This is an optimization exercise on Yosys and OpenROAD, whose aim is small area, a short achievable clock period and few clock cycles per item, not a production implementation. The RTL was checked by simulation tests, not by an equivalence proof against the original design.

===== flow/design.v =====
module vs4x400_core (
    input clk, input reset,
    input start_search,
    input [9:0] vector_count,
    input [7:0] dim_size,
    output reg [11:0] mem_addr,
    input signed [63:0] mem_data,
    output [31:0] max_score,
    output reg [7:0] winner_id,
    output reg busy
);
    reg fetch;             
    reg first;             
    reg [4:0] krem;        
    reg [8:0] vrem;        
    wire last_word = (krem == 5'd1);
    wire last_vec = (vrem == 9'd1);
    always @(posedge clk or posedge reset) begin
        if (reset) begin
            fetch <= 1'b0;
            mem_addr <= 12'd0;
        end else begin
            fetch <= start_search | (fetch & ~(last_word & last_vec));
            mem_addr <= fetch ? mem_addr + 12'd1 : 12'd0;
        end
    end
    always @(posedge clk) begin
        krem <= (~fetch | last_word) ? dim_size[7:3] : krem - 5'd1;
        vrem <= ~fetch ? vector_count[8:0] : (last_word ? vrem - 9'd1 : vrem);
        first <= ~fetch | last_word;
    end
    reg [63:0] d1;
    wire [47:0] enc0;
    reg [47:0] enc1;
    assign enc0[0] = mem_data[8] ^ 1'b0;
    assign enc0[1] = (mem_data[9] & ~mem_data[8] & ~1'b0) | (~mem_data[9] & mem_data[8] & 1'b0);
    assign enc0[2] = mem_data[9];
    assign enc0[3] = mem_data[10] ^ mem_data[9];
    assign enc0[4] = (mem_data[11] & ~mem_data[10] & ~mem_data[9]) | (~mem_data[11] & mem_data[10] & mem_data[9]);
    assign enc0[5] = mem_data[11];
    assign enc0[6] = mem_data[12] ^ mem_data[11];
    assign enc0[7] = (mem_data[13] & ~mem_data[12] & ~mem_data[11]) | (~mem_data[13] & mem_data[12] & mem_data[11]);
    assign enc0[8] = mem_data[13];
    assign enc0[9] = mem_data[14] ^ mem_data[13];
    assign enc0[10] = (mem_data[15] & ~mem_data[14] & ~mem_data[13]) | (~mem_data[15] & mem_data[14] & mem_data[13]);
    assign enc0[11] = mem_data[15];
    assign enc0[12] = mem_data[24] ^ 1'b0;
    assign enc0[13] = (mem_data[25] & ~mem_data[24] & ~1'b0) | (~mem_data[25] & mem_data[24] & 1'b0);
    assign enc0[14] = mem_data[25];
    assign enc0[15] = mem_data[26] ^ mem_data[25];
    assign enc0[16] = (mem_data[27] & ~mem_data[26] & ~mem_data[25]) | (~mem_data[27] & mem_data[26] & mem_data[25]);
    assign enc0[17] = mem_data[27];
    assign enc0[18] = mem_data[28] ^ mem_data[27];
    assign enc0[19] = (mem_data[29] & ~mem_data[28] & ~mem_data[27]) | (~mem_data[29] & mem_data[28] & mem_data[27]);
    assign enc0[20] = mem_data[29];
    assign enc0[21] = mem_data[30] ^ mem_data[29];
    assign enc0[22] = (mem_data[31] & ~mem_data[30] & ~mem_data[29]) | (~mem_data[31] & mem_data[30] & mem_data[29]);
    assign enc0[23] = mem_data[31];
    assign enc0[24] = mem_data[40] ^ 1'b0;
    assign enc0[25] = (mem_data[41] & ~mem_data[40] & ~1'b0) | (~mem_data[41] & mem_data[40] & 1'b0);
    assign enc0[26] = mem_data[41];
    assign enc0[27] = mem_data[42] ^ mem_data[41];
    assign enc0[28] = (mem_data[43] & ~mem_data[42] & ~mem_data[41]) | (~mem_data[43] & mem_data[42] & mem_data[41]);
    assign enc0[29] = mem_data[43];
    assign enc0[30] = mem_data[44] ^ mem_data[43];
    assign enc0[31] = (mem_data[45] & ~mem_data[44] & ~mem_data[43]) | (~mem_data[45] & mem_data[44] & mem_data[43]);
    assign enc0[32] = mem_data[45];
    assign enc0[33] = mem_data[46] ^ mem_data[45];
    assign enc0[34] = (mem_data[47] & ~mem_data[46] & ~mem_data[45]) | (~mem_data[47] & mem_data[46] & mem_data[45]);
    assign enc0[35] = mem_data[47];
    assign enc0[36] = mem_data[56] ^ 1'b0;
    assign enc0[37] = (mem_data[57] & ~mem_data[56] & ~1'b0) | (~mem_data[57] & mem_data[56] & 1'b0);
    assign enc0[38] = mem_data[57];
    assign enc0[39] = mem_data[58] ^ mem_data[57];
    assign enc0[40] = (mem_data[59] & ~mem_data[58] & ~mem_data[57]) | (~mem_data[59] & mem_data[58] & mem_data[57]);
    assign enc0[41] = mem_data[59];
    assign enc0[42] = mem_data[60] ^ mem_data[59];
    assign enc0[43] = (mem_data[61] & ~mem_data[60] & ~mem_data[59]) | (~mem_data[61] & mem_data[60] & mem_data[59]);
    assign enc0[44] = mem_data[61];
    assign enc0[45] = mem_data[62] ^ mem_data[61];
    assign enc0[46] = (mem_data[63] & ~mem_data[62] & ~mem_data[61]) | (~mem_data[63] & mem_data[62] & mem_data[61]);
    assign enc0[47] = mem_data[63];
    reg f1;                
    reg l1;                
    reg e1;                
    reg [21:0] acc_s, acc_c;
    wire [21:0] as_q = f1 ? 22'd0 : acc_s;
    wire [21:0] ac_q = f1 ? 22'd0 : acc_c;
    wire q1;
    wire q2;
    wire q3;
    wire q4;
    wire q5;
    wire q6;
    wire q7;
    wire q8;
    wire q9;
    wire nb10;
    wire q11;
    wire q12;
    wire q13;
    wire q14;
    wire q15;
    wire q16;
    wire q17;
    wire q18;
    wire q19;
    wire nb20;
    wire q21;
    wire q22;
    wire q23;
    wire q24;
    wire q25;
    wire q26;
    wire q27;
    wire q28;
    wire q29;
    wire nb30;
    wire q31;
    wire q32;
    wire q33;
    wire q34;
    wire q35;
    wire q36;
    wire q37;
    wire q38;
    wire q39;
    wire nb40;
    wire q41;
    wire q42;
    wire q43;
    wire q44;
    wire q45;
    wire q46;
    wire q47;
    wire q48;
    wire q49;
    wire nb50;
    wire q51;
    wire q52;
    wire q53;
    wire q54;
    wire q55;
    wire q56;
    wire q57;
    wire q58;
    wire q59;
    wire nb60;
    wire q61;
    wire q62;
    wire q63;
    wire q64;
    wire q65;
    wire q66;
    wire q67;
    wire q68;
    wire q69;
    wire nb70;
    wire q71;
    wire q72;
    wire q73;
    wire q74;
    wire q75;
    wire q76;
    wire q77;
    wire q78;
    wire q79;
    wire nb80;
    wire q81;
    wire q82;
    wire q83;
    wire q84;
    wire q85;
    wire q86;
    wire q87;
    wire q88;
    wire q89;
    wire nb90;
    wire q91;
    wire q92;
    wire q93;
    wire q94;
    wire q95;
    wire q96;
    wire q97;
    wire q98;
    wire q99;
    wire nb100;
    wire q101;
    wire q102;
    wire q103;
    wire q104;
    wire q105;
    wire q106;
    wire q107;
    wire q108;
    wire q109;
    wire nb110;
    wire q111;
    wire q112;
    wire q113;
    wire q114;
    wire q115;
    wire q116;
    wire q117;
    wire q118;
    wire q119;
    wire nb120;
    wire q121;
    wire q122;
    wire q123;
    wire q124;
    wire q125;
    wire q126;
    wire q127;
    wire q128;
    wire q129;
    wire nb130;
    wire q131;
    wire q132;
    wire q133;
    wire q134;
    wire q135;
    wire q136;
    wire q137;
    wire q138;
    wire q139;
    wire nb140;
    wire q141;
    wire q142;
    wire q143;
    wire q144;
    wire q145;
    wire q146;
    wire q147;
    wire q148;
    wire q149;
    wire nb150;
    wire q151;
    wire q152;
    wire q153;
    wire q154;
    wire q155;
    wire q156;
    wire q157;
    wire q158;
    wire q159;
    wire nb160;
    wire s1;
    wire c1;
    wire s2;
    wire c2;
    wire s3;
    wire c3;
    wire s4;
    wire c4;
    wire s5;
    wire c5;
    wire s6;
    wire c6;
    wire s7;
    wire c7;
    wire s8;
    wire c8;
    wire s9;
    wire c9;
    wire s10;
    wire c10;
    wire s11;
    wire c11;
    wire s12;
    wire c12;
    wire s13;
    wire c13;
    wire s14;
    wire c14;
    wire s15;
    wire c15;
    wire s16;
    wire c16;
    wire s17;
    wire c17;
    wire s18;
    wire c18;
    wire s19;
    wire c19;
    wire s20;
    wire c20;
    wire s21;
    wire c21;
    wire s22;
    wire c22;
    wire s23;
    wire c23;
    wire s24;
    wire c24;
    wire s25;
    wire c25;
    wire s26;
    wire c26;
    wire s27;
    wire c27;
    wire s28;
    wire c28;
    wire s29;
    wire c29;
    wire s30;
    wire c30;
    wire s31;
    wire c31;
    wire s32;
    wire c32;
    wire s33;
    wire c33;
    wire s34;
    wire c34;
    wire s35;
    wire c35;
    wire s36;
    wire c36;
    wire s37;
    wire c37;
    wire s38;
    wire c38;
    wire s39;
    wire c39;
    wire s40;
    wire c40;
    wire s41;
    wire c41;
    wire s42;
    wire c42;
    wire s43;
    wire c43;
    wire s44;
    wire c44;
    wire s45;
    wire c45;
    wire s46;
    wire c46;
    wire s47;
    wire c47;
    wire s48;
    wire c48;
    wire s49;
    wire c49;
    wire s50;
    wire c50;
    wire s51;
    wire c51;
    wire s52;
    wire c52;
    wire s53;
    wire c53;
    wire s54;
    wire c54;
    wire s55;
    wire c55;
    wire s56;
    wire c56;
    wire s57;
    wire c57;
    wire s58;
    wire c58;
    wire s59;
    wire c59;
    wire s60;
    wire c60;
    wire s61;
    wire c61;
    wire s62;
    wire c62;
    wire s63;
    wire c63;
    wire s64;
    wire c64;
    wire s65;
    wire c65;
    wire s66;
    wire c66;
    wire s67;
    wire c67;
    wire s68;
    wire c68;
    wire s69;
    wire c69;
    wire s70;
    wire c70;
    wire s71;
    wire c71;
    wire s72;
    wire c72;
    wire s73;
    wire c73;
    wire s74;
    wire c74;
    wire s75;
    wire c75;
    wire s76;
    wire c76;
    wire s77;
    wire c77;
    wire s78;
    wire c78;
    wire s79;
    wire c79;
    wire s80;
    wire c80;
    wire s81;
    wire c81;
    wire s82;
    wire c82;
    wire s83;
    wire c83;
    wire s84;
    wire c84;
    wire s85;
    wire c85;
    wire s86;
    wire c86;
    wire s87;
    wire c87;
    wire s88;
    wire c88;
    wire s89;
    wire c89;
    wire s90;
    wire c90;
    wire s91;
    wire c91;
    wire s92;
    wire c92;
    wire s93;
    wire c93;
    wire s94;
    wire c94;
    wire s95;
    wire c95;
    wire s96;
    wire c96;
    wire s97;
    wire c97;
    wire s98;
    wire c98;
    wire s99;
    wire c99;
    wire s100;
    wire c100;
    wire s101;
    wire c101;
    wire s102;
    wire c102;
    wire s103;
    wire c103;
    wire s104;
    wire c104;
    wire s105;
    wire c105;
    wire s106;
    wire c106;
    wire s107;
    wire c107;
    wire s108;
    wire c108;
    wire s109;
    wire c109;
    wire s110;
    wire c110;
    wire s111;
    wire c111;
    wire s112;
    wire c112;
    wire s113;
    wire c113;
    wire s114;
    wire c114;
    wire s115;
    wire c115;
    wire s116;
    wire c116;
    wire s117;
    wire c117;
    wire s118;
    wire c118;
    wire s119;
    wire c119;
    wire s120;
    wire c120;
    wire s121;
    wire c121;
    wire s122;
    wire c122;
    wire s123;
    wire c123;
    wire s124;
    wire c124;
    wire s125;
    wire c125;
    wire s126;
    wire c126;
    wire s127;
    wire c127;
    wire s128;
    wire c128;
    wire s129;
    wire c129;
    wire s130;
    wire c130;
    wire s131;
    wire c131;
    wire s132;
    wire c132;
    wire s133;
    wire c133;
    wire s134;
    wire c134;
    wire s135;
    wire c135;
    wire s136;
    wire c136;
    wire s137;
    wire c137;
    wire s138;
    wire c138;
    wire s139;
    wire c139;
    wire s140;
    wire c140;
    wire s141;
    wire c141;
    wire s142;
    wire c142;
    wire s143;
    wire c143;
    wire s144;
    wire c144;
    wire s145;
    wire c145;
    wire s146;
    wire c146;
    wire s147;
    wire c147;
    wire s148;
    wire c148;
    wire s149;
    wire c149;
    wire s150;
    wire c150;
    wire s151;
    wire c151;
    wire s152;
    wire c152;
    wire s153;
    wire c153;
    wire s154;
    wire c154;
    wire s155;
    wire c155;
    wire s156;
    wire c156;
    wire s157;
    wire c157;
    wire s158;
    wire c158;
    wire s159;
    wire c159;
    wire s160;
    wire c160;
    wire s161;
    wire c161;
    wire s162;
    wire c162;
    wire s163;
    wire c163;
    wire s164;
    wire c164;
    wire s165;
    wire c165;
    wire s166;
    wire c166;
    wire s167;
    wire c167;
    wire s168;
    wire c168;
    wire s169;
    wire c169;
    wire s170;
    wire c170;
    wire s171;
    wire c171;
    wire s172;
    wire c172;
    wire s173;
    wire c173;
    wire s174;
    wire c174;
    wire s175;
    wire c175;
    wire s176;
    wire c176;
    assign q1 = (enc1[0] & d1[0]) ^ enc1[2];
    assign q2 = ((enc1[0] & d1[1]) | (enc1[1] & d1[0])) ^ enc1[2];
    assign q3 = ((enc1[0] & d1[2]) | (enc1[1] & d1[1])) ^ enc1[2];
    assign q4 = ((enc1[0] & d1[3]) | (enc1[1] & d1[2])) ^ enc1[2];
    assign q5 = ((enc1[0] & d1[4]) | (enc1[1] & d1[3])) ^ enc1[2];
    assign q6 = ((enc1[0] & d1[5]) | (enc1[1] & d1[4])) ^ enc1[2];
    assign q7 = ((enc1[0] & d1[6]) | (enc1[1] & d1[5])) ^ enc1[2];
    assign q8 = ((enc1[0] & d1[7]) | (enc1[1] & d1[6])) ^ enc1[2];
    assign q9 = ((enc1[0] & d1[7]) | (enc1[1] & d1[7])) ^ enc1[2];
    assign nb10 = ~q9;
    assign q11 = (enc1[3] & d1[0]) ^ enc1[5];
    assign q12 = ((enc1[3] & d1[1]) | (enc1[4] & d1[0])) ^ enc1[5];
    assign q13 = ((enc1[3] & d1[2]) | (enc1[4] & d1[1])) ^ enc1[5];
    assign q14 = ((enc1[3] & d1[3]) | (enc1[4] & d1[2])) ^ enc1[5];
    assign q15 = ((enc1[3] & d1[4]) | (enc1[4] & d1[3])) ^ enc1[5];
    assign q16 = ((enc1[3] & d1[5]) | (enc1[4] & d1[4])) ^ enc1[5];
    assign q17 = ((enc1[3] & d1[6]) | (enc1[4] & d1[5])) ^ enc1[5];
    assign q18 = ((enc1[3] & d1[7]) | (enc1[4] & d1[6])) ^ enc1[5];
    assign q19 = ((enc1[3] & d1[7]) | (enc1[4] & d1[7])) ^ enc1[5];
    assign nb20 = ~q19;
    assign q21 = (enc1[6] & d1[0]) ^ enc1[8];
    assign q22 = ((enc1[6] & d1[1]) | (enc1[7] & d1[0])) ^ enc1[8];
    assign q23 = ((enc1[6] & d1[2]) | (enc1[7] & d1[1])) ^ enc1[8];
    assign q24 = ((enc1[6] & d1[3]) | (enc1[7] & d1[2])) ^ enc1[8];
    assign q25 = ((enc1[6] & d1[4]) | (enc1[7] & d1[3])) ^ enc1[8];
    assign q26 = ((enc1[6] & d1[5]) | (enc1[7] & d1[4])) ^ enc1[8];
    assign q27 = ((enc1[6] & d1[6]) | (enc1[7] & d1[5])) ^ enc1[8];
    assign q28 = ((enc1[6] & d1[7]) | (enc1[7] & d1[6])) ^ enc1[8];
    assign q29 = ((enc1[6] & d1[7]) | (enc1[7] & d1[7])) ^ enc1[8];
    assign nb30 = ~q29;
    assign q31 = (enc1[9] & d1[0]) ^ enc1[11];
    assign q32 = ((enc1[9] & d1[1]) | (enc1[10] & d1[0])) ^ enc1[11];
    assign q33 = ((enc1[9] & d1[2]) | (enc1[10] & d1[1])) ^ enc1[11];
    assign q34 = ((enc1[9] & d1[3]) | (enc1[10] & d1[2])) ^ enc1[11];
    assign q35 = ((enc1[9] & d1[4]) | (enc1[10] & d1[3])) ^ enc1[11];
    assign q36 = ((enc1[9] & d1[5]) | (enc1[10] & d1[4])) ^ enc1[11];
    assign q37 = ((enc1[9] & d1[6]) | (enc1[10] & d1[5])) ^ enc1[11];
    assign q38 = ((enc1[9] & d1[7]) | (enc1[10] & d1[6])) ^ enc1[11];
    assign q39 = ((enc1[9] & d1[7]) | (enc1[10] & d1[7])) ^ enc1[11];
    assign nb40 = ~q39;
    assign q41 = (enc1[12] & d1[16]) ^ enc1[14];
    assign q42 = ((enc1[12] & d1[17]) | (enc1[13] & d1[16])) ^ enc1[14];
    assign q43 = ((enc1[12] & d1[18]) | (enc1[13] & d1[17])) ^ enc1[14];
    assign q44 = ((enc1[12] & d1[19]) | (enc1[13] & d1[18])) ^ enc1[14];
    assign q45 = ((enc1[12] & d1[20]) | (enc1[13] & d1[19])) ^ enc1[14];
    assign q46 = ((enc1[12] & d1[21]) | (enc1[13] & d1[20])) ^ enc1[14];
    assign q47 = ((enc1[12] & d1[22]) | (enc1[13] & d1[21])) ^ enc1[14];
    assign q48 = ((enc1[12] & d1[23]) | (enc1[13] & d1[22])) ^ enc1[14];
    assign q49 = ((enc1[12] & d1[23]) | (enc1[13] & d1[23])) ^ enc1[14];
    assign nb50 = ~q49;
    assign q51 = (enc1[15] & d1[16]) ^ enc1[17];
    assign q52 = ((enc1[15] & d1[17]) | (enc1[16] & d1[16])) ^ enc1[17];
    assign q53 = ((enc1[15] & d1[18]) | (enc1[16] & d1[17])) ^ enc1[17];
    assign q54 = ((enc1[15] & d1[19]) | (enc1[16] & d1[18])) ^ enc1[17];
    assign q55 = ((enc1[15] & d1[20]) | (enc1[16] & d1[19])) ^ enc1[17];
    assign q56 = ((enc1[15] & d1[21]) | (enc1[16] & d1[20])) ^ enc1[17];
    assign q57 = ((enc1[15] & d1[22]) | (enc1[16] & d1[21])) ^ enc1[17];
    assign q58 = ((enc1[15] & d1[23]) | (enc1[16] & d1[22])) ^ enc1[17];
    assign q59 = ((enc1[15] & d1[23]) | (enc1[16] & d1[23])) ^ enc1[17];
    assign nb60 = ~q59;
    assign q61 = (enc1[18] & d1[16]) ^ enc1[20];
    assign q62 = ((enc1[18] & d1[17]) | (enc1[19] & d1[16])) ^ enc1[20];
    assign q63 = ((enc1[18] & d1[18]) | (enc1[19] & d1[17])) ^ enc1[20];
    assign q64 = ((enc1[18] & d1[19]) | (enc1[19] & d1[18])) ^ enc1[20];
    assign q65 = ((enc1[18] & d1[20]) | (enc1[19] & d1[19])) ^ enc1[20];
    assign q66 = ((enc1[18] & d1[21]) | (enc1[19] & d1[20])) ^ enc1[20];
    assign q67 = ((enc1[18] & d1[22]) | (enc1[19] & d1[21])) ^ enc1[20];
    assign q68 = ((enc1[18] & d1[23]) | (enc1[19] & d1[22])) ^ enc1[20];
    assign q69 = ((enc1[18] & d1[23]) | (enc1[19] & d1[23])) ^ enc1[20];
    assign nb70 = ~q69;
    assign q71 = (enc1[21] & d1[16]) ^ enc1[23];
    assign q72 = ((enc1[21] & d1[17]) | (enc1[22] & d1[16])) ^ enc1[23];
    assign q73 = ((enc1[21] & d1[18]) | (enc1[22] & d1[17])) ^ enc1[23];
    assign q74 = ((enc1[21] & d1[19]) | (enc1[22] & d1[18])) ^ enc1[23];
    assign q75 = ((enc1[21] & d1[20]) | (enc1[22] & d1[19])) ^ enc1[23];
    assign q76 = ((enc1[21] & d1[21]) | (enc1[22] & d1[20])) ^ enc1[23];
    assign q77 = ((enc1[21] & d1[22]) | (enc1[22] & d1[21])) ^ enc1[23];
    assign q78 = ((enc1[21] & d1[23]) | (enc1[22] & d1[22])) ^ enc1[23];
    assign q79 = ((enc1[21] & d1[23]) | (enc1[22] & d1[23])) ^ enc1[23];
    assign nb80 = ~q79;
    assign q81 = (enc1[24] & d1[32]) ^ enc1[26];
    assign q82 = ((enc1[24] & d1[33]) | (enc1[25] & d1[32])) ^ enc1[26];
    assign q83 = ((enc1[24] & d1[34]) | (enc1[25] & d1[33])) ^ enc1[26];
    assign q84 = ((enc1[24] & d1[35]) | (enc1[25] & d1[34])) ^ enc1[26];
    assign q85 = ((enc1[24] & d1[36]) | (enc1[25] & d1[35])) ^ enc1[26];
    assign q86 = ((enc1[24] & d1[37]) | (enc1[25] & d1[36])) ^ enc1[26];
    assign q87 = ((enc1[24] & d1[38]) | (enc1[25] & d1[37])) ^ enc1[26];
    assign q88 = ((enc1[24] & d1[39]) | (enc1[25] & d1[38])) ^ enc1[26];
    assign q89 = ((enc1[24] & d1[39]) | (enc1[25] & d1[39])) ^ enc1[26];
    assign nb90 = ~q89;
    assign q91 = (enc1[27] & d1[32]) ^ enc1[29];
    assign q92 = ((enc1[27] & d1[33]) | (enc1[28] & d1[32])) ^ enc1[29];
    assign q93 = ((enc1[27] & d1[34]) | (enc1[28] & d1[33])) ^ enc1[29];
    assign q94 = ((enc1[27] & d1[35]) | (enc1[28] & d1[34])) ^ enc1[29];
    assign q95 = ((enc1[27] & d1[36]) | (enc1[28] & d1[35])) ^ enc1[29];
    assign q96 = ((enc1[27] & d1[37]) | (enc1[28] & d1[36])) ^ enc1[29];
    assign q97 = ((enc1[27] & d1[38]) | (enc1[28] & d1[37])) ^ enc1[29];
    assign q98 = ((enc1[27] & d1[39]) | (enc1[28] & d1[38])) ^ enc1[29];
    assign q99 = ((enc1[27] & d1[39]) | (enc1[28] & d1[39])) ^ enc1[29];
    assign nb100 = ~q99;
    assign q101 = (enc1[30] & d1[32]) ^ enc1[32];
    assign q102 = ((enc1[30] & d1[33]) | (enc1[31] & d1[32])) ^ enc1[32];
    assign q103 = ((enc1[30] & d1[34]) | (enc1[31] & d1[33])) ^ enc1[32];
    assign q104 = ((enc1[30] & d1[35]) | (enc1[31] & d1[34])) ^ enc1[32];
    assign q105 = ((enc1[30] & d1[36]) | (enc1[31] & d1[35])) ^ enc1[32];
    assign q106 = ((enc1[30] & d1[37]) | (enc1[31] & d1[36])) ^ enc1[32];
    assign q107 = ((enc1[30] & d1[38]) | (enc1[31] & d1[37])) ^ enc1[32];
    assign q108 = ((enc1[30] & d1[39]) | (enc1[31] & d1[38])) ^ enc1[32];
    assign q109 = ((enc1[30] & d1[39]) | (enc1[31] & d1[39])) ^ enc1[32];
    assign nb110 = ~q109;
    assign q111 = (enc1[33] & d1[32]) ^ enc1[35];
    assign q112 = ((enc1[33] & d1[33]) | (enc1[34] & d1[32])) ^ enc1[35];
    assign q113 = ((enc1[33] & d1[34]) | (enc1[34] & d1[33])) ^ enc1[35];
    assign q114 = ((enc1[33] & d1[35]) | (enc1[34] & d1[34])) ^ enc1[35];
    assign q115 = ((enc1[33] & d1[36]) | (enc1[34] & d1[35])) ^ enc1[35];
    assign q116 = ((enc1[33] & d1[37]) | (enc1[34] & d1[36])) ^ enc1[35];
    assign q117 = ((enc1[33] & d1[38]) | (enc1[34] & d1[37])) ^ enc1[35];
    assign q118 = ((enc1[33] & d1[39]) | (enc1[34] & d1[38])) ^ enc1[35];
    assign q119 = ((enc1[33] & d1[39]) | (enc1[34] & d1[39])) ^ enc1[35];
    assign nb120 = ~q119;
    assign q121 = (enc1[36] & d1[48]) ^ enc1[38];
    assign q122 = ((enc1[36] & d1[49]) | (enc1[37] & d1[48])) ^ enc1[38];
    assign q123 = ((enc1[36] & d1[50]) | (enc1[37] & d1[49])) ^ enc1[38];
    assign q124 = ((enc1[36] & d1[51]) | (enc1[37] & d1[50])) ^ enc1[38];
    assign q125 = ((enc1[36] & d1[52]) | (enc1[37] & d1[51])) ^ enc1[38];
    assign q126 = ((enc1[36] & d1[53]) | (enc1[37] & d1[52])) ^ enc1[38];
    assign q127 = ((enc1[36] & d1[54]) | (enc1[37] & d1[53])) ^ enc1[38];
    assign q128 = ((enc1[36] & d1[55]) | (enc1[37] & d1[54])) ^ enc1[38];
    assign q129 = ((enc1[36] & d1[55]) | (enc1[37] & d1[55])) ^ enc1[38];
    assign nb130 = ~q129;
    assign q131 = (enc1[39] & d1[48]) ^ enc1[41];
    assign q132 = ((enc1[39] & d1[49]) | (enc1[40] & d1[48])) ^ enc1[41];
    assign q133 = ((enc1[39] & d1[50]) | (enc1[40] & d1[49])) ^ enc1[41];
    assign q134 = ((enc1[39] & d1[51]) | (enc1[40] & d1[50])) ^ enc1[41];
    assign q135 = ((enc1[39] & d1[52]) | (enc1[40] & d1[51])) ^ enc1[41];
    assign q136 = ((enc1[39] & d1[53]) | (enc1[40] & d1[52])) ^ enc1[41];
    assign q137 = ((enc1[39] & d1[54]) | (enc1[40] & d1[53])) ^ enc1[41];
    assign q138 = ((enc1[39] & d1[55]) | (enc1[40] & d1[54])) ^ enc1[41];
    assign q139 = ((enc1[39] & d1[55]) | (enc1[40] & d1[55])) ^ enc1[41];
    assign nb140 = ~q139;
    assign q141 = (enc1[42] & d1[48]) ^ enc1[44];
    assign q142 = ((enc1[42] & d1[49]) | (enc1[43] & d1[48])) ^ enc1[44];
    assign q143 = ((enc1[42] & d1[50]) | (enc1[43] & d1[49])) ^ enc1[44];
    assign q144 = ((enc1[42] & d1[51]) | (enc1[43] & d1[50])) ^ enc1[44];
    assign q145 = ((enc1[42] & d1[52]) | (enc1[43] & d1[51])) ^ enc1[44];
    assign q146 = ((enc1[42] & d1[53]) | (enc1[43] & d1[52])) ^ enc1[44];
    assign q147 = ((enc1[42] & d1[54]) | (enc1[43] & d1[53])) ^ enc1[44];
    assign q148 = ((enc1[42] & d1[55]) | (enc1[43] & d1[54])) ^ enc1[44];
    assign q149 = ((enc1[42] & d1[55]) | (enc1[43] & d1[55])) ^ enc1[44];
    assign nb150 = ~q149;
    assign q151 = (enc1[45] & d1[48]) ^ enc1[47];
    assign q152 = ((enc1[45] & d1[49]) | (enc1[46] & d1[48])) ^ enc1[47];
    assign q153 = ((enc1[45] & d1[50]) | (enc1[46] & d1[49])) ^ enc1[47];
    assign q154 = ((enc1[45] & d1[51]) | (enc1[46] & d1[50])) ^ enc1[47];
    assign q155 = ((enc1[45] & d1[52]) | (enc1[46] & d1[51])) ^ enc1[47];
    assign q156 = ((enc1[45] & d1[53]) | (enc1[46] & d1[52])) ^ enc1[47];
    assign q157 = ((enc1[45] & d1[54]) | (enc1[46] & d1[53])) ^ enc1[47];
    assign q158 = ((enc1[45] & d1[55]) | (enc1[46] & d1[54])) ^ enc1[47];
    assign q159 = ((enc1[45] & d1[55]) | (enc1[46] & d1[55])) ^ enc1[47];
    assign nb160 = ~q159;
    assign s1 = enc1[2] ^ enc1[14] ^ enc1[26];
    assign c1 = (enc1[2] & enc1[14]) | (enc1[26] & (enc1[2] ^ enc1[14]));
    assign s2 = enc1[38] ^ as_q[0] ^ ac_q[0];
    assign c2 = (enc1[38] & as_q[0]) | (ac_q[0] & (enc1[38] ^ as_q[0]));
    assign s3 = q1 ^ q41 ^ q81;
    assign c3 = (q1 & q41) | (q81 & (q1 ^ q41));
    assign s4 = q121 ^ s1 ^ s2;
    assign c4 = (q121 & s1) | (s2 & (q121 ^ s1));
    assign s5 = as_q[1] ^ ac_q[1] ^ q2;
    assign c5 = (as_q[1] & ac_q[1]) | (q2 & (as_q[1] ^ ac_q[1]));
    assign s6 = q42 ^ q82 ^ q122;
    assign c6 = (q42 & q82) | (q122 & (q42 ^ q82));
    assign s7 = c1 ^ c2 ^ c3;
    assign c7 = (c1 & c2) | (c3 & (c1 ^ c2));
    assign s8 = c4 ^ s5 ^ s6;
    assign c8 = (c4 & s5) | (s6 & (c4 ^ s5));
    assign s9 = enc1[5] ^ enc1[17] ^ enc1[29];
    assign c9 = (enc1[5] & enc1[17]) | (enc1[29] & (enc1[5] ^ enc1[17]));
    assign s10 = enc1[41] ^ as_q[2] ^ ac_q[2];
    assign c10 = (enc1[41] & as_q[2]) | (ac_q[2] & (enc1[41] ^ as_q[2]));
    assign s11 = q3 ^ q11 ^ q43;
    assign c11 = (q3 & q11) | (q43 & (q3 ^ q11));
    assign s12 = q51 ^ q83 ^ q91;
    assign c12 = (q51 & q83) | (q91 & (q51 ^ q83));
    assign s13 = q123 ^ q131 ^ s9;
    assign c13 = (q123 & q131) | (s9 & (q123 ^ q131));
    assign s14 = s10 ^ c5 ^ c6;
    assign c14 = (s10 & c5) | (c6 & (s10 ^ c5));
    assign s15 = s11 ^ s12 ^ s13;
    assign c15 = (s11 & s12) | (s13 & (s11 ^ s12));
    assign s16 = c7 ^ c8 ^ s14;
    assign c16 = (c7 & c8) | (s14 & (c7 ^ c8));
    assign s17 = as_q[3] ^ ac_q[3] ^ q4;
    assign c17 = (as_q[3] & ac_q[3]) | (q4 & (as_q[3] ^ ac_q[3]));
    assign s18 = q12 ^ q44 ^ q52;
    assign c18 = (q12 & q44) | (q52 & (q12 ^ q44));
    assign s19 = q84 ^ q92 ^ q124;
    assign c19 = (q84 & q92) | (q124 & (q84 ^ q92));
    assign s20 = q132 ^ c9 ^ c10;
    assign c20 = (q132 & c9) | (c10 & (q132 ^ c9));
    assign s21 = c11 ^ c12 ^ c13;
    assign c21 = (c11 & c12) | (c13 & (c11 ^ c12));
    assign s22 = s17 ^ s18 ^ s19;
    assign c22 = (s17 & s18) | (s19 & (s17 ^ s18));
    assign s23 = s20 ^ c14 ^ c15;
    assign c23 = (s20 & c14) | (c15 & (s20 ^ c14));
    assign s24 = s21 ^ s22 ^ c16;
    assign c24 = (s21 & s22) | (c16 & (s21 ^ s22));
    assign s25 = enc1[8] ^ enc1[20] ^ enc1[32];
    assign c25 = (enc1[8] & enc1[20]) | (enc1[32] & (enc1[8] ^ enc1[20]));
    assign s26 = enc1[44] ^ as_q[4] ^ ac_q[4];
    assign c26 = (enc1[44] & as_q[4]) | (ac_q[4] & (enc1[44] ^ as_q[4]));
    assign s27 = q5 ^ q13 ^ q21;
    assign c27 = (q5 & q13) | (q21 & (q5 ^ q13));
    assign s28 = q45 ^ q53 ^ q61;
    assign c28 = (q45 & q53) | (q61 & (q45 ^ q53));
    assign s29 = q85 ^ q93 ^ q101;
    assign c29 = (q85 & q93) | (q101 & (q85 ^ q93));
    assign s30 = q125 ^ q133 ^ q141;
    assign c30 = (q125 & q133) | (q141 & (q125 ^ q133));
    assign s31 = s25 ^ s26 ^ c17;
    assign c31 = (s25 & s26) | (c17 & (s25 ^ s26));
    assign s32 = c18 ^ c19 ^ c20;
    assign c32 = (c18 & c19) | (c20 & (c18 ^ c19));
    assign s33 = s27 ^ s28 ^ s29;
    assign c33 = (s27 & s28) | (s29 & (s27 ^ s28));
    assign s34 = s30 ^ c21 ^ c22;
    assign c34 = (s30 & c21) | (c22 & (s30 ^ c21));
    assign s35 = s31 ^ s32 ^ s33;
    assign c35 = (s31 & s32) | (s33 & (s31 ^ s32));
    assign s36 = c23 ^ s34 ^ s35;
    assign c36 = (c23 & s34) | (s35 & (c23 ^ s34));
    assign s37 = as_q[5] ^ ac_q[5] ^ q6;
    assign c37 = (as_q[5] & ac_q[5]) | (q6 & (as_q[5] ^ ac_q[5]));
    assign s38 = q14 ^ q22 ^ q46;
    assign c38 = (q14 & q22) | (q46 & (q14 ^ q22));
    assign s39 = q54 ^ q62 ^ q86;
    assign c39 = (q54 & q62) | (q86 & (q54 ^ q62));
    assign s40 = q94 ^ q102 ^ q126;
    assign c40 = (q94 & q102) | (q126 & (q94 ^ q102));
    assign s41 = q134 ^ q142 ^ c25;
    assign c41 = (q134 & q142) | (c25 & (q134 ^ q142));
    assign s42 = c26 ^ c27 ^ c28;
    assign c42 = (c26 & c27) | (c28 & (c26 ^ c27));
    assign s43 = c29 ^ c30 ^ s37;
    assign c43 = (c29 & c30) | (s37 & (c29 ^ c30));
    assign s44 = s38 ^ s39 ^ s40;
    assign c44 = (s38 & s39) | (s40 & (s38 ^ s39));
    assign s45 = s41 ^ c31 ^ c32;
    assign c45 = (s41 & c31) | (c32 & (s41 ^ c31));
    assign s46 = c33 ^ s42 ^ s43;
    assign c46 = (c33 & s42) | (s43 & (c33 ^ s42));
    assign s47 = s44 ^ c34 ^ c35;
    assign c47 = (s44 & c34) | (c35 & (s44 ^ c34));
    assign s48 = s45 ^ s46 ^ c36;
    assign c48 = (s45 & s46) | (c36 & (s45 ^ s46));
    assign s49 = enc1[11] ^ enc1[23] ^ enc1[35];
    assign c49 = (enc1[11] & enc1[23]) | (enc1[35] & (enc1[11] ^ enc1[23]));
    assign s50 = enc1[47] ^ as_q[6] ^ ac_q[6];
    assign c50 = (enc1[47] & as_q[6]) | (ac_q[6] & (enc1[47] ^ as_q[6]));
    assign s51 = q7 ^ q15 ^ q23;
    assign c51 = (q7 & q15) | (q23 & (q7 ^ q15));
    assign s52 = q31 ^ q47 ^ q55;
    assign c52 = (q31 & q47) | (q55 & (q31 ^ q47));
    assign s53 = q63 ^ q71 ^ q87;
    assign c53 = (q63 & q71) | (q87 & (q63 ^ q71));
    assign s54 = q95 ^ q103 ^ q111;
    assign c54 = (q95 & q103) | (q111 & (q95 ^ q103));
    assign s55 = q127 ^ q135 ^ q143;
    assign c55 = (q127 & q135) | (q143 & (q127 ^ q135));
    assign s56 = q151 ^ s49 ^ s50;
    assign c56 = (q151 & s49) | (s50 & (q151 ^ s49));
    assign s57 = c37 ^ c38 ^ c39;
    assign c57 = (c37 & c38) | (c39 & (c37 ^ c38));
    assign s58 = c40 ^ c41 ^ s51;
    assign c58 = (c40 & c41) | (s51 & (c40 ^ c41));
    assign s59 = s52 ^ s53 ^ s54;
    assign c59 = (s52 & s53) | (s54 & (s52 ^ s53));
    assign s60 = s55 ^ s56 ^ c42;
    assign c60 = (s55 & s56) | (c42 & (s55 ^ s56));
    assign s61 = c43 ^ c44 ^ s57;
    assign c61 = (c43 & c44) | (s57 & (c43 ^ c44));
    assign s62 = s58 ^ s59 ^ c45;
    assign c62 = (s58 & s59) | (c45 & (s58 ^ s59));
    assign s63 = c46 ^ s60 ^ s61;
    assign c63 = (c46 & s60) | (s61 & (c46 ^ s60));
    assign s64 = c47 ^ s62 ^ s63;
    assign c64 = (c47 & s62) | (s63 & (c47 ^ s62));
    assign s65 = as_q[7] ^ ac_q[7] ^ q8;
    assign c65 = (as_q[7] & ac_q[7]) | (q8 & (as_q[7] ^ ac_q[7]));
    assign s66 = q16 ^ q24 ^ q32;
    assign c66 = (q16 & q24) | (q32 & (q16 ^ q24));
    assign s67 = q48 ^ q56 ^ q64;
    assign c67 = (q48 & q56) | (q64 & (q48 ^ q56));
    assign s68 = q72 ^ q88 ^ q96;
    assign c68 = (q72 & q88) | (q96 & (q72 ^ q88));
    assign s69 = q104 ^ q112 ^ q128;
    assign c69 = (q104 & q112) | (q128 & (q104 ^ q112));
    assign s70 = q136 ^ q144 ^ q152;
    assign c70 = (q136 & q144) | (q152 & (q136 ^ q144));
    assign s71 = c49 ^ c50 ^ c51;
    assign c71 = (c49 & c50) | (c51 & (c49 ^ c50));
    assign s72 = c52 ^ c53 ^ c54;
    assign c72 = (c52 & c53) | (c54 & (c52 ^ c53));
    assign s73 = c55 ^ c56 ^ s65;
    assign c73 = (c55 & c56) | (s65 & (c55 ^ c56));
    assign s74 = s66 ^ s67 ^ s68;
    assign c74 = (s66 & s67) | (s68 & (s66 ^ s67));
    assign s75 = s69 ^ s70 ^ c57;
    assign c75 = (s69 & s70) | (c57 & (s69 ^ s70));
    assign s76 = c58 ^ c59 ^ s71;
    assign c76 = (c58 & c59) | (s71 & (c58 ^ c59));
    assign s77 = s72 ^ s73 ^ s74;
    assign c77 = (s72 & s73) | (s74 & (s72 ^ s73));
    assign s78 = c60 ^ c61 ^ s75;
    assign c78 = (c60 & c61) | (s75 & (c60 ^ c61));
    assign s79 = s76 ^ s77 ^ c62;
    assign c79 = (s76 & s77) | (c62 & (s76 ^ s77));
    assign s80 = c63 ^ s78 ^ c64;
    assign c80 = (c63 & s78) | (c64 & (c63 ^ s78));
    assign s81 = as_q[8] ^ ac_q[8] ^ nb10;
    assign c81 = (as_q[8] & ac_q[8]) | (nb10 & (as_q[8] ^ ac_q[8]));
    assign s82 = q17 ^ q25 ^ q33;
    assign c82 = (q17 & q25) | (q33 & (q17 ^ q25));
    assign s83 = nb50 ^ q57 ^ q65;
    assign c83 = (nb50 & q57) | (q65 & (nb50 ^ q57));
    assign s84 = q73 ^ nb90 ^ q97;
    assign c84 = (q73 & nb90) | (q97 & (q73 ^ nb90));
    assign s85 = q105 ^ q113 ^ nb130;
    assign c85 = (q105 & q113) | (nb130 & (q105 ^ q113));
    assign s86 = q137 ^ q145 ^ q153;
    assign c86 = (q137 & q145) | (q153 & (q137 ^ q145));
    assign s87 = c65 ^ c66 ^ c67;
    assign c87 = (c65 & c66) | (c67 & (c65 ^ c66));
    assign s88 = c68 ^ c69 ^ c70;
    assign c88 = (c68 & c69) | (c70 & (c68 ^ c69));
    assign s89 = s81 ^ s82 ^ s83;
    assign c89 = (s81 & s82) | (s83 & (s81 ^ s82));
    assign s90 = s84 ^ s85 ^ s86;
    assign c90 = (s84 & s85) | (s86 & (s84 ^ s85));
    assign s91 = c71 ^ c72 ^ c73;
    assign c91 = (c71 & c72) | (c73 & (c71 ^ c72));
    assign s92 = c74 ^ s87 ^ s88;
    assign c92 = (c74 & s87) | (s88 & (c74 ^ s87));
    assign s93 = s89 ^ s90 ^ c75;
    assign c93 = (s89 & s90) | (c75 & (s89 ^ s90));
    assign s94 = c76 ^ c77 ^ s91;
    assign c94 = (c76 & c77) | (s91 & (c76 ^ c77));
    assign s95 = s92 ^ c78 ^ s93;
    assign c95 = (s92 & c78) | (s93 & (s92 ^ c78));
    assign s96 = s94 ^ c79 ^ s95;
    assign c96 = (s94 & c79) | (s95 & (s94 ^ c79));
    assign s97 = as_q[9] ^ ac_q[9] ^ q18;
    assign c97 = (as_q[9] & ac_q[9]) | (q18 & (as_q[9] ^ ac_q[9]));
    assign s98 = q26 ^ q34 ^ q58;
    assign c98 = (q26 & q34) | (q58 & (q26 ^ q34));
    assign s99 = q66 ^ q74 ^ q98;
    assign c99 = (q66 & q74) | (q98 & (q66 ^ q74));
    assign s100 = q106 ^ q114 ^ q138;
    assign c100 = (q106 & q114) | (q138 & (q106 ^ q114));
    assign s101 = q146 ^ q154 ^ c81;
    assign c101 = (q146 & q154) | (c81 & (q146 ^ q154));
    assign s102 = c82 ^ c83 ^ c84;
    assign c102 = (c82 & c83) | (c84 & (c82 ^ c83));
    assign s103 = c85 ^ c86 ^ s97;
    assign c103 = (c85 & c86) | (s97 & (c85 ^ c86));
    assign s104 = s98 ^ s99 ^ s100;
    assign c104 = (s98 & s99) | (s100 & (s98 ^ s99));
    assign s105 = c87 ^ c88 ^ c89;
    assign c105 = (c87 & c88) | (c89 & (c87 ^ c88));
    assign s106 = c90 ^ s101 ^ s102;
    assign c106 = (c90 & s101) | (s102 & (c90 ^ s101));
    assign s107 = s103 ^ s104 ^ c91;
    assign c107 = (s103 & s104) | (c91 & (s103 ^ s104));
    assign s108 = c92 ^ s105 ^ s106;
    assign c108 = (c92 & s105) | (s106 & (c92 ^ s105));
    assign s109 = c93 ^ c94 ^ s107;
    assign c109 = (c93 & c94) | (s107 & (c93 ^ c94));
    assign s110 = s108 ^ c95 ^ s109;
    assign c110 = (s108 & c95) | (s109 & (s108 ^ c95));
    assign s111 = 1'b1 ^ as_q[10] ^ ac_q[10];
    assign c111 = (1'b1 & as_q[10]) | (ac_q[10] & (1'b1 ^ as_q[10]));
    assign s112 = nb20 ^ q27 ^ q35;
    assign c112 = (nb20 & q27) | (q35 & (nb20 ^ q27));
    assign s113 = nb60 ^ q67 ^ q75;
    assign c113 = (nb60 & q67) | (q75 & (nb60 ^ q67));
    assign s114 = nb100 ^ q107 ^ q115;
    assign c114 = (nb100 & q107) | (q115 & (nb100 ^ q107));
    assign s115 = nb140 ^ q147 ^ q155;
    assign c115 = (nb140 & q147) | (q155 & (nb140 ^ q147));
    assign s116 = s111 ^ c97 ^ c98;
    assign c116 = (s111 & c97) | (c98 & (s111 ^ c97));
    assign s117 = c99 ^ c100 ^ s112;
    assign c117 = (c99 & c100) | (s112 & (c99 ^ c100));
    assign s118 = s113 ^ s114 ^ s115;
    assign c118 = (s113 & s114) | (s115 & (s113 ^ s114));
    assign s119 = c101 ^ c102 ^ c103;
    assign c119 = (c101 & c102) | (c103 & (c101 ^ c102));
    assign s120 = c104 ^ s116 ^ s117;
    assign c120 = (c104 & s116) | (s117 & (c104 ^ s116));
    assign s121 = s118 ^ c105 ^ c106;
    assign c121 = (s118 & c105) | (c106 & (s118 ^ c105));
    assign s122 = s119 ^ s120 ^ c107;
    assign c122 = (s119 & s120) | (c107 & (s119 ^ s120));
    assign s123 = c108 ^ s121 ^ c109;
    assign c123 = (c108 & s121) | (c109 & (c108 ^ s121));
    assign s124 = s122 ^ c110 ^ s123;
    assign c124 = (s122 & c110) | (s123 & (s122 ^ c110));
    assign s125 = 1'b1 ^ as_q[11] ^ ac_q[11];
    assign c125 = (1'b1 & as_q[11]) | (ac_q[11] & (1'b1 ^ as_q[11]));
    assign s126 = q28 ^ q36 ^ q68;
    assign c126 = (q28 & q36) | (q68 & (q28 ^ q36));
    assign s127 = q76 ^ q108 ^ q116;
    assign c127 = (q76 & q108) | (q116 & (q76 ^ q108));
    assign s128 = q148 ^ q156 ^ c111;
    assign c128 = (q148 & q156) | (c111 & (q148 ^ q156));
    assign s129 = s125 ^ c112 ^ c113;
    assign c129 = (s125 & c112) | (c113 & (s125 ^ c112));
    assign s130 = c114 ^ c115 ^ s126;
    assign c130 = (c114 & c115) | (s126 & (c114 ^ c115));
    assign s131 = s127 ^ s128 ^ c116;
    assign c131 = (s127 & s128) | (c116 & (s127 ^ s128));
    assign s132 = c117 ^ c118 ^ s129;
    assign c132 = (c117 & c118) | (s129 & (c117 ^ c118));
    assign s133 = s130 ^ c119 ^ c120;
    assign c133 = (s130 & c119) | (c120 & (s130 ^ c119));
    assign s134 = s131 ^ s132 ^ c121;
    assign c134 = (s131 & s132) | (c121 & (s131 ^ s132));
    assign s135 = s133 ^ c122 ^ s134;
    assign c135 = (s133 & c122) | (s134 & (s133 ^ c122));
    assign s136 = c123 ^ s135;
    assign c136 = c123 & s135;
    assign s137 = as_q[12] ^ ac_q[12] ^ nb30;
    assign c137 = (as_q[12] & ac_q[12]) | (nb30 & (as_q[12] ^ ac_q[12]));
    assign s138 = q37 ^ nb70 ^ q77;
    assign c138 = (q37 & nb70) | (q77 & (q37 ^ nb70));
    assign s139 = nb110 ^ q117 ^ nb150;
    assign c139 = (nb110 & q117) | (nb150 & (nb110 ^ q117));
    assign s140 = q157 ^ c125 ^ c126;
    assign c140 = (q157 & c125) | (c126 & (q157 ^ c125));
    assign s141 = c127 ^ c128 ^ s137;
    assign c141 = (c127 & c128) | (s137 & (c127 ^ c128));
    assign s142 = s138 ^ s139 ^ c129;
    assign c142 = (s138 & s139) | (c129 & (s138 ^ s139));
    assign s143 = c130 ^ s140 ^ s141;
    assign c143 = (c130 & s140) | (s141 & (c130 ^ s140));
    assign s144 = c131 ^ c132 ^ s142;
    assign c144 = (c131 & c132) | (s142 & (c131 ^ c132));
    assign s145 = s143 ^ c133 ^ s144;
    assign c145 = (s143 & c133) | (s144 & (s143 ^ c133));
    assign s146 = c134 ^ s145 ^ c135;
    assign c146 = (c134 & s145) | (c135 & (c134 ^ s145));
    assign s147 = 1'b1 ^ as_q[13] ^ ac_q[13];
    assign c147 = (1'b1 & as_q[13]) | (ac_q[13] & (1'b1 ^ as_q[13]));
    assign s148 = q38 ^ q78 ^ q118;
    assign c148 = (q38 & q78) | (q118 & (q38 ^ q78));
    assign s149 = q158 ^ s147 ^ c137;
    assign c149 = (q158 & s147) | (c137 & (q158 ^ s147));
    assign s150 = c138 ^ c139 ^ s148;
    assign c150 = (c138 & c139) | (s148 & (c138 ^ c139));
    assign s151 = c140 ^ c141 ^ s149;
    assign c151 = (c140 & c141) | (s149 & (c140 ^ c141));
    assign s152 = s150 ^ c142 ^ c143;
    assign c152 = (s150 & c142) | (c143 & (s150 ^ c142));
    assign s153 = s151 ^ c144 ^ s152;
    assign c153 = (s151 & c144) | (s152 & (s151 ^ c144));
    assign s154 = c145 ^ s153;
    assign c154 = c145 & s153;
    assign s155 = as_q[14] ^ ac_q[14] ^ nb40;
    assign c155 = (as_q[14] & ac_q[14]) | (nb40 & (as_q[14] ^ ac_q[14]));
    assign s156 = nb80 ^ nb120 ^ nb160;
    assign c156 = (nb80 & nb120) | (nb160 & (nb80 ^ nb120));
    assign s157 = c147 ^ c148 ^ s155;
    assign c157 = (c147 & c148) | (s155 & (c147 ^ c148));
    assign s158 = s156 ^ c149 ^ c150;
    assign c158 = (s156 & c149) | (c150 & (s156 ^ c149));
    assign s159 = s157 ^ c151 ^ s158;
    assign c159 = (s157 & c151) | (s158 & (s157 ^ c151));
    assign s160 = c152 ^ s159 ^ c153;
    assign c160 = (c152 & s159) | (c153 & (c152 ^ s159));
    assign s161 = 1'b1 ^ as_q[15] ^ ac_q[15];
    assign c161 = (1'b1 & as_q[15]) | (ac_q[15] & (1'b1 ^ as_q[15]));
    assign s162 = s161 ^ c155 ^ c156;
    assign c162 = (s161 & c155) | (c156 & (s161 ^ c155));
    assign s163 = c157 ^ s162 ^ c158;
    assign c163 = (c157 & s162) | (c158 & (c157 ^ s162));
    assign s164 = c159 ^ s163 ^ c160;
    assign c164 = (c159 & s163) | (c160 & (c159 ^ s163));
    assign s165 = as_q[16] ^ ac_q[16] ^ c161;
    assign c165 = (as_q[16] & ac_q[16]) | (c161 & (as_q[16] ^ ac_q[16]));
    assign s166 = s165 ^ c162 ^ c163;
    assign c166 = (s165 & c162) | (c163 & (s165 ^ c162));
    assign s167 = 1'b1 ^ as_q[17] ^ ac_q[17];
    assign c167 = (1'b1 & as_q[17]) | (ac_q[17] & (1'b1 ^ as_q[17]));
    assign s168 = s167 ^ c165 ^ c166;
    assign c168 = (s167 & c165) | (c166 & (s167 ^ c165));
    assign s169 = 1'b1 ^ as_q[18] ^ ac_q[18];
    assign c169 = (1'b1 & as_q[18]) | (ac_q[18] & (1'b1 ^ as_q[18]));
    assign s170 = c167 ^ s169 ^ c168;
    assign c170 = (c167 & s169) | (c168 & (c167 ^ s169));
    assign s171 = 1'b1 ^ as_q[19] ^ ac_q[19];
    assign c171 = (1'b1 & as_q[19]) | (ac_q[19] & (1'b1 ^ as_q[19]));
    assign s172 = c169 ^ s171;
    assign c172 = c169 & s171;
    assign s173 = 1'b1 ^ as_q[20] ^ ac_q[20];
    assign c173 = (1'b1 & as_q[20]) | (ac_q[20] & (1'b1 ^ as_q[20]));
    assign s174 = c171 ^ s173 ^ c172;
    assign c174 = (c171 & s173) | (c172 & (c171 ^ s173));
    assign s175 = 1'b1 ^ as_q[21] ^ ac_q[21];
    assign c175 = (1'b1 & as_q[21]) | (ac_q[21] & (1'b1 ^ as_q[21]));
    assign s176 = c173 ^ s175 ^ c174;
    assign c176 = (c173 & s175) | (c174 & (c173 ^ s175));
    wire [21:0] acc_s_d = {s176, s174, s172, s170, s168, s166, s164, c154, s154, c136, c124, s124, c96, c80, s79, c48, s47, c24, s23, s15, s7, s3};
    wire [21:0] acc_c_d = {1'b0, 1'b0, c170, 1'b0, 1'b0, c164, 1'b0, s160, c146, s146, s136, 1'b0, s110, s96, s80, s64, s48, s36, s24, s16, s8, s4};
    always @(posedge clk or posedge reset) begin
        if (reset) begin
            l1 <= 1'b0;
            e1 <= 1'b0;
        end else begin
            l1 <= fetch & last_word;
            e1 <= fetch & last_word & last_vec;
        end
    end
    always @(posedge clk) begin
        d1 <= mem_data;
        enc1 <= enc0;
        f1 <= first;
        acc_s <= acc_s_d;
        acc_c <= acc_c_d;
    end
    reg d2;                
    reg e2;                
    reg firstv;            
    reg [7:0] vid;         
    reg [21:0] best;
    reg best31;
    wire signed [21:0] score = acc_s + acc_c;
    wire take = d2 & (firstv | (score > $signed(best)));
    always @(posedge clk or posedge reset) begin
        if (reset) begin
            d2 <= 1'b0;
            e2 <= 1'b0;
            busy <= 1'b0;
            best <= 22'd1;
            best31 <= 1'b1;
            winner_id <= 8'hFF;
        end else begin
            d2 <= l1;
            e2 <= e1;
            busy <= start_search | (busy & ~e2);
            if (take) begin
                best <= score;
                best31 <= score[21];
                winner_id <= vid;
            end
        end
    end
    always @(posedge clk) begin
        firstv <= ~busy | (firstv & ~d2);
        vid <= ~busy ? 8'd0 : vid + {7'd0, d2};
    end
    assign max_score = {best31, {9{best[21]}}, best};
endmodule

===== flow/constraint.sdc =====
create_clock -name core_clock -period 16.0 [get_ports {clk}]
set_input_delay 3.2000 -clock core_clock [delete_from_list [all_inputs] [get_ports {clk}]]
set_output_delay 3.2000 -clock core_clock [all_outputs]
set_load 0.01 [all_outputs]

===== flow/standard.sh =====
#!/bin/bash
# synth_recipe.tcl (not shown) runs the flow's synth.tcl, then flattens the netlist and writes it again
# the make line also repeats each setting of config.mk as NAME=value (left out here)
make -C /OpenROAD-flow-scripts/flow DESIGN_CONFIG=/design/flow/config.mk WORK_HOME=/design/flow/orfs CLKGATE_MAP_FILE= SYNTH_SCRIPT=/design/flow/synth_recipe.tcl "${@:-finish}"

===== flow/flow/run.sh =====
#!/bin/bash
# The standard layout (standard synthesis unchanged), with two changes to how the layout is
# made: every port still gets a buffer, but outputs get buf_4 and inputs buf_1 instead of the
# delay buffer buffer_ports picks by default (flow/ports.tcl); and the resizer's repair aims for setup slack
# below the clock period. Each tool's output is in orfs/logs; make's output in standard.log.
set -euo pipefail
here=$(pwd)
bash standard.sh \
  PRE_GLOBAL_PLACE_TCL="$here/flow/ports.tcl" \
  SETUP_SLACK_MARGIN=11.7 \
  finish > standard.log 2>&1

===== flow/config.mk =====
export PLATFORM = sky130hd
export DESIGN_NAME = vs4x400_core
export DESIGN_NICKNAME = vs4x400_core
export VERILOG_FILES = /design/flow/design.v
export SDC_FILE = /design/flow/constraint.sdc
export NUM_CORES = 4
export LEC_CHECK = 0
export CAP_MARGIN = 20
export CORE_MARGIN = 2
export CORE_UTILIZATION = 40
export CTS_BUF_LIST = sky130_fd_sc_hd__clkbuf_8
export CTS_CLUSTER_SIZE = 30
export SLEW_MARGIN = 20

===== flow/flow/ports.tcl =====
# Sourced before global placement (PRE_GLOBAL_PLACE_TCL). global_place.tcl then calls
# buffer_ports; this wraps it so that every port still gets a buffer, but inputs get buf_1 and
# outputs buf_4 instead of the delay buffer buffer_ports picks by default.
rename buffer_ports my_std_buffer_ports
proc buffer_ports {args} {
  my_std_buffer_ports -inputs -buffer_cell sky130_fd_sc_hd__buf_1
  my_std_buffer_ports -outputs -buffer_cell sky130_fd_sc_hd__buf_4
}

==> metrics.md, run 1 <==
| Metric | Value |
|---|---|
| Mean Syn Cell Area | `between 10 and 15 sq um` |
| FF-to-FF path depth | `16` |
| Vias/cell | `~5` |
| Final hold vios | `0` |
| CP Capture Type | `output port` |
| WP data arrival | `about 1.2 ns` |
| Setup violators final | `0` |
| Ys Warns | `1` |
| Die X | `between 150 and 200 um` |
| CP startpoint kind | `register` |
| # rows | `69` |
| Remaining DRCs | `0` |
| Max-slew violations | `0` |
| Minimum clock period | `~4.4 ns` |
| Layout cell share with drive strength beyond 1 | `0.173` |
| Layout Nets | `~1800` |
| Seq/Total Area, Yosys | `0.294` |
| H-tree levels | `4` |
| Achievable Freq | `between 200 and 250 MHz` |
| Worst hold slack | `~0.33 ns` |
| Buf/Inv on CP | `1` |
| Final Instance Area | `0.0165 sq mm` |
| Commonest cells after routing, fill and taps aside | `inv_1, fa_1, xnor2_1, a22oi_1, dfxtp_1` |
| Die Y | `roughly 190 um` |
| Routed len/inst | `between 15 and 20 um` |
| CTS tree | `yes` |
| DRT antenna net count | `0` |
| Area of the core | `0.0353 sq mm` |
| Final non-filler cell total | `2000` |
| Antenna violations before repair | `0` |
| Slowest CP cell | `dfstp_2` |
| 1st-iter DRT viols | `between 600 and 700` |
| Root Driver | `clkbuf_8` |
| Crit-path cells | `buf_6` |
| Worst r2r src | `acc_s[4]` |
| Hpwl dp | `27100 um` |
| Asr flop ratio synth | `0.255` |
| # clock sinks | `192` |
| Yosys reg bits | `around 190` |
| IO Pins | `roughly 140` |
| Worst-Skew Late Latency | `roughly 0.50 ns` |
| Layout area overhead | `15.8%` |
| Hold buffer count at CTS | `0` |
| R2r setup slk | `~12 ns` |
| Hold path cells | `0` |
| Reg2Reg Capture Point | `best[12]` |
| Tot GR Track Use | `0.192` |
| Ant. Diodes | `0` |
| Starting Density | `0.404` |
| Synth Flop Type | `dfxtp_1` |
| Post-DP Area | `roughly 0.015 sq mm` |
| Vias in the first global route | `around 10000` |
| GPL Wtd Cong | `~0.93` |
| HP Start | `first` |
| Most common cell after layout, fill and taps aside | `inv_1` |
| Syn nets | `around 1700` |
| Min-Delay Endpoint | `f1` |
| Worst hold path class | `reg -> reg` |
| Critical path fanouts, max | `2` |
| Via count | `between 10000 and 15000` |
| Crit path largest cell delay | `between 0.5 and 0.6 ns` |
| Setup TNS | `0 ns` |
| Clk slew on worst S/H paths | `~0.12 ns` |
| Clock Path Buffers | `2` |
| Final Cycle Share | `0.273` |
| Mapped cell area | `between 0.01 and 0.015 sq mm` |
| Yosys cell types | `61` |
| RSZ-0062 raised after global routing | `yes` |
| Delay-heaviest family, CP | `flip-flops` |
| # port buffers | `133` |
| Crit Path Class | `reg -> out` |
| Largest net degree at the start of global routing | `50` |
| Die area | `approximately 0.037 sq mm` |
| Critical Path RT | `12.80 ns` |
| Number of enable flip-flop cells after synthesis | `9` |
| Status | `timing/DRC/antenna clean` |
| DRT Wirelength | `34400 um` |
| First-pass GRT wire length | `around 54000 um` |
| Global route overflow | `0` |
| Slew headroom | `0.552` |
| Post-Route Skew | `~0.013 ns` |
| CTS Buf Count | `17` |
| Max Cap Viol | `0` |
| Post-Syn Instances | `around 1400` |
| TritonRoute pass-1 iters | `6` |
| Worst-Margin Slew | `0.670 ns` |
| Number of instances in the placed design | `1912` |
==> flip-flops by register name (all words and copies together) (netlist names), 5 cells and up <==
register,count
acc_c,16
winner_id,8
krem,5
enc1,48
d1,32
acc_s,22
vid,8
vrem,9
mem_addr,12
best,22
==> through the flow <==
step | utilization | setup WS [ns]
2_1_floorplan | - | 11.79
3_3_place_gp | 0.429 | 11.05
3_5_place_dp | 0.429 | 11.07
4_1_cts | 0.455 | 11.58
5_1_grt | 0.468 | 11.55
6_report | 0.468 | 11.63
==> cell type report <==
class                      instances  area, sq um
clock inverter                    15          168
clock buffer                      17          234
timing repair buffer             189         1360
inverter                         200          758
multi-input combinational        926         9200
tap                              461          577
fill                            3307        18800
sequential                       192         4240
==> logic make-up after synthesis <==
logic type      Yosys count  share of synthesized area
xor+xnor                192                      0.118
simple gates            230                     0.0851
mux                      24                     0.0188
buf+inv                 292                     0.0807
compound gates          264                      0.129
fa+ha+maj               215                      0.275
flops                   192                      0.294
==> worst max path at each step <==
stage	from	endpoint	slack [ns]	depth (start not counted)
global placement	acc_s[4]	best[18]	11.05	14
CTS	winner_id[2]	winner_id[2]	11.58	1
global route	best[21]	max_score[27]	11.55	1
floorplan	f1	acc_s[10]	11.79	13
finish	winner_id[2]	winner_id[2]	11.63	1
detailed placement	acc_s[4]	best[6]	11.07	14
==> per-layer routing <==
metal  part of all wire  GRT usage
met4              0.015     0.0479
met5                  0          0
met2               0.47      0.310
met1               0.46      0.266
met3              0.054     0.0331
==> timing repair <==
item	in CTS	in global routing
setup buffers	32	20
setup endpoints to repair	82	86
pin swaps	5	18
resized for setup	54	69
gates cloned	2	1
==> Yosys cell counts, types with 10 or more instances <==
cell type,instances,share of area
a211oi_1,11,0.0058
a21o_1,13,0.0068
a21oi_1,32,0.011
a22oi_1,113,0.059
and2_1,10,0.0044
buf_4,11,0.0058
clkbuf_1,78,0.021
dfrtp_1,39,0.068
dfstp_2,10,0.018
dfxtp_1,134,0.19
fa_1,164,0.23
ha_1,51,0.045
inv_1,191,0.050
mux2_2,22,0.017
nand2_1,48,0.013
nand2b_1,39,0.017
nand3_1,15,0.0053
nand3b_1,13,0.0068
nor2_1,45,0.012
nor2b_1,18,0.0079
o21ai_0,51,0.018
xnor2_1,125,0.077
xor2_1,67,0.041
Testbench counts, summed over its fixed seeds: cycles 76,099, words 75,811.
==> run 2: changes to the inputs <==
--- a/flow/flow/run.sh
+++ b/flow/flow/run.sh
@@ -7,5 +7,5 @@
 here=$(pwd)
 bash standard.sh \
   PRE_GLOBAL_PLACE_TCL="$here/flow/ports.tcl" \
-  SETUP_SLACK_MARGIN=11.7 \
+  SETUP_SLACK_MARGIN=11.9 \
   finish > standard.log 2>&1
--- a/flow/config.mk
+++ b/flow/config.mk
@@ -8,6 +8,4 @@
 export CAP_MARGIN = 20
 export CORE_MARGIN = 2
 export CORE_UTILIZATION = 40
-export CTS_BUF_LIST = sky130_fd_sc_hd__clkbuf_8
-export CTS_CLUSTER_SIZE = 30
 export SLEW_MARGIN = 20
==> metrics.md, run 2 <==
| Metric | Value |
|---|---|
| Status | `timing/DRC/antenna clean` |
| Post-synth top cells | `inv_1, fa_1, dfxtp_1` |
| CTS Buf Count | `17` |
| First-pass GRT wire length | `54100 um` |
| Minimum clock period | `~4.3 ns` |
| Die Y | `193 um` |
| Max-slew violations | `0` |
| Synth top area cells | `fa_1, dfxtp_1, xnor2_1, dfrtp_1, a22oi_1` |
| IO Pins | `~140` |
| Post-place setup slack | `approximately 11 ns` |
| Layout cell share with drive strength beyond 1 | `0.221` |
| Crit Path Class | `reg -> out` |
| Synth Flop Type | `dfxtp_1` |
| Most frequent cell after synthesis | `inv_1` |
| Vias/cell | `just over 5` |
| Hold buffer count at CTS | `0` |
| Worst-Margin Slew | `around 0.68 ns` |
| Starting Density | `0.404` |
| Critical path fanouts, max | `3` |
| Largest net degree at the start of global routing | `50` |
| Post-synth top area cell | `fa_1` |
| Max Cap Viol | `0` |
| Syn nets | `about 1700` |
| Hpwl dp | `26300 um` |
| Crit path largest cell delay | `0.57 ns` |
| Delay-heaviest family, CP | `flip-flops` |
| Critical Path RT | `between 10 and 15 ns` |
| WP data arrival | `~1.1 ns` |
| Fin worst setup slack | `~12 ns` |
| Area of the core | `approximately 0.035 sq mm` |
| DRT antenna net count | `0` |
| RSZ-0062 raised after global routing | `yes` |
| Seq/Total Area, Yosys | `0.294` |
| TritonRoute pass-1 iters | `5` |
| Worst hold path class | `reg -> reg` |
| Worst hold slack | `about 0.33 ns` |
| CP startpoint kind | `register` |
| Clk slew on worst S/H paths | `~0.080 ns` |
| Commonest cells after routing, fill and taps aside | `inv_1, fa_1, xnor2_1, a22oi_1, buf_1` |
| Antenna violations before repair | `0` |
| Mean Syn Cell Area | `10.1 sq um` |
| Yosys cell types | `61` |
| Crit-path cells | `buf_6` |
| Slowest CP cell | `dfstp_2` |
| Max reg flops | `48` |
| H-tree levels | `4` |
| # clock sinks | `between 150 and 200` |
| Final Cycle Share | `0.271` |
| Top reg by flops | `enc1` |
| Post-Route Skew | `~0.013 ns` |
| Post-Syn Instances | `~1400` |
| CTS tree | `yes` |
| Util after Layout | `0.485` |
| Via count | `10100` |
| Slew headroom | `0.548` |
| Setup TNS | `0 ns` |
| Mapped cell area | `between 0.01 and 0.015 sq mm` |
| Ys Warns | `1` |
| Fillers | `approximately 3200` |
| Layout area overhead | `20.1%` |
| Buf/Inv on CP | `1` |
| GPL Wtd Cong | `around 0.90` |
| Asr flop ratio synth | `0.255` |
| Tot GR Track Use | `0.190` |
| Yosys reg bits | `192` |
| Global route overflow | `0` |
| Top cell type's share of synthesized area | `0.230` |
| Clock Path Buffers | `2` |
| Most common cell after layout, fill and taps aside | `inv_1` |
| Root Driver | `clkbuf_16` |
| Top Registers | `enc1 (48), d1 (32)` |
| Number of enable flip-flop cells after synthesis | `9` |
| Final hold vios | `0` |
| # port buffers | `133` |
| CP Capture Type | `output port` |
| # rows | `69` |
| Die X | `193 um` |
| Remaining DRCs | `0` |
| Achievable Freq | `approximately 230 MHz` |
| Vias in the first global route | `roughly 10000` |
| Worst-Skew Late Latency | `about 0.46 ns` |
| Routed len/inst | `~17 um` |
| Layout Nets | `between 1500 and 2000` |
| Die area | `between 0.03 and 0.04 sq mm` |
| 1st-iter DRT viols | `629` |
| DRT Wirelength | `roughly 34000 um` |
| Ant. Diodes | `0` |
| Setup violators final | `0` |
-- run 2: what timing repair did --
item                                    4_1_cts  5_1_grt
gates resized for setup                     120      106
endpoints found under the setup margin       90       93
cloned                                        2        1
endpoints found under the hold margin         0        0
pin swaps                                    19       25
setup buffers                                47       16
-- run 2: area by class of cell --
type,instances,area (sq um),area share
well taps,461,577,0.0337
inverters,200,762,0.0445
flip-flops and latches,192,4290,0.250
multi-input cells,926,9460,0.552
clock inverters,14,150,0.00876
repair buffers,200,1460,0.0849
clock buffers,18,450,0.0263
-- run 2: cell families after synthesis --
| family | share of synthesized area |
|---|---|
| buffers and inverters | 0.0807 |
| adders and majority gates | 0.275 |
| and+or+nand+nor | 0.0851 |
| AOI/OAI and AO/OA | 0.129 |
| xor gates and xnor gates | 0.118 |
| muxes | 0.0188 |
| DFF | 0.294 |
-- run 2: metrics by stage --
stage / std cells / area, sq um
floorplan: 1409 / 14300
global placement: 1913 / 15200
detailed placement: 1913 / 15200
CTS: 1994 / 16600
global route: 2011 / 17100
finish: 2011 / 17100
-- run 2: path summary, 6_finish.rpt --
kind                       startpoint            to  slack [ns]  depth (start not counted)
max in group asynchronous       reset      best[21]       12.61                          3
min in group asynchronous       reset   mem_addr[9]        2.92                          3
max reg2reg                        f1     acc_s[10]       11.79                         13
max                           best[0]  max_score[0]       11.67                          1
min                             first            f1        0.33                          0
min reg2reg                     first            f1        0.33                          0
-- run 2: layer usage --
metal	vias up	global-route usage	wire, um
met5	-	0	0
met3	42	0.0324	1700
met2	279	0.298	15700
li1	4835	-	-
met1	4979	0.267	16000
met4	0	0.0581	771

static timing again, ports no longer ideal:
How much do the figures lean on ideal ports? The routed layouts below were timed once more, with nothing changed but the port constraints.
Step 1, drivers: a clkbuf_16 drives clk and a buf_2 each remaining input, both assumed.
Step 2 adds t to the input delays and takes it off the output delays; t is the mean of the earliest and latest rising clock arrival at the registers after step 1. Input paths then give back, and output paths get back, about the clock's delay inside the block.
a / b / c = no drivers / after step 1 / after step 2; a / b = the first two.
run	t, ns	setup WS [ns]	latest minus earliest clock arrival (ns)
run 1	0.542	11.632 / 11.587 / 11.751	0.015 / 0.015
run 2	0.506	11.671 / 11.618 / 11.785	0.013 / 0.013
After both steps every run listed still meets setup and hold.
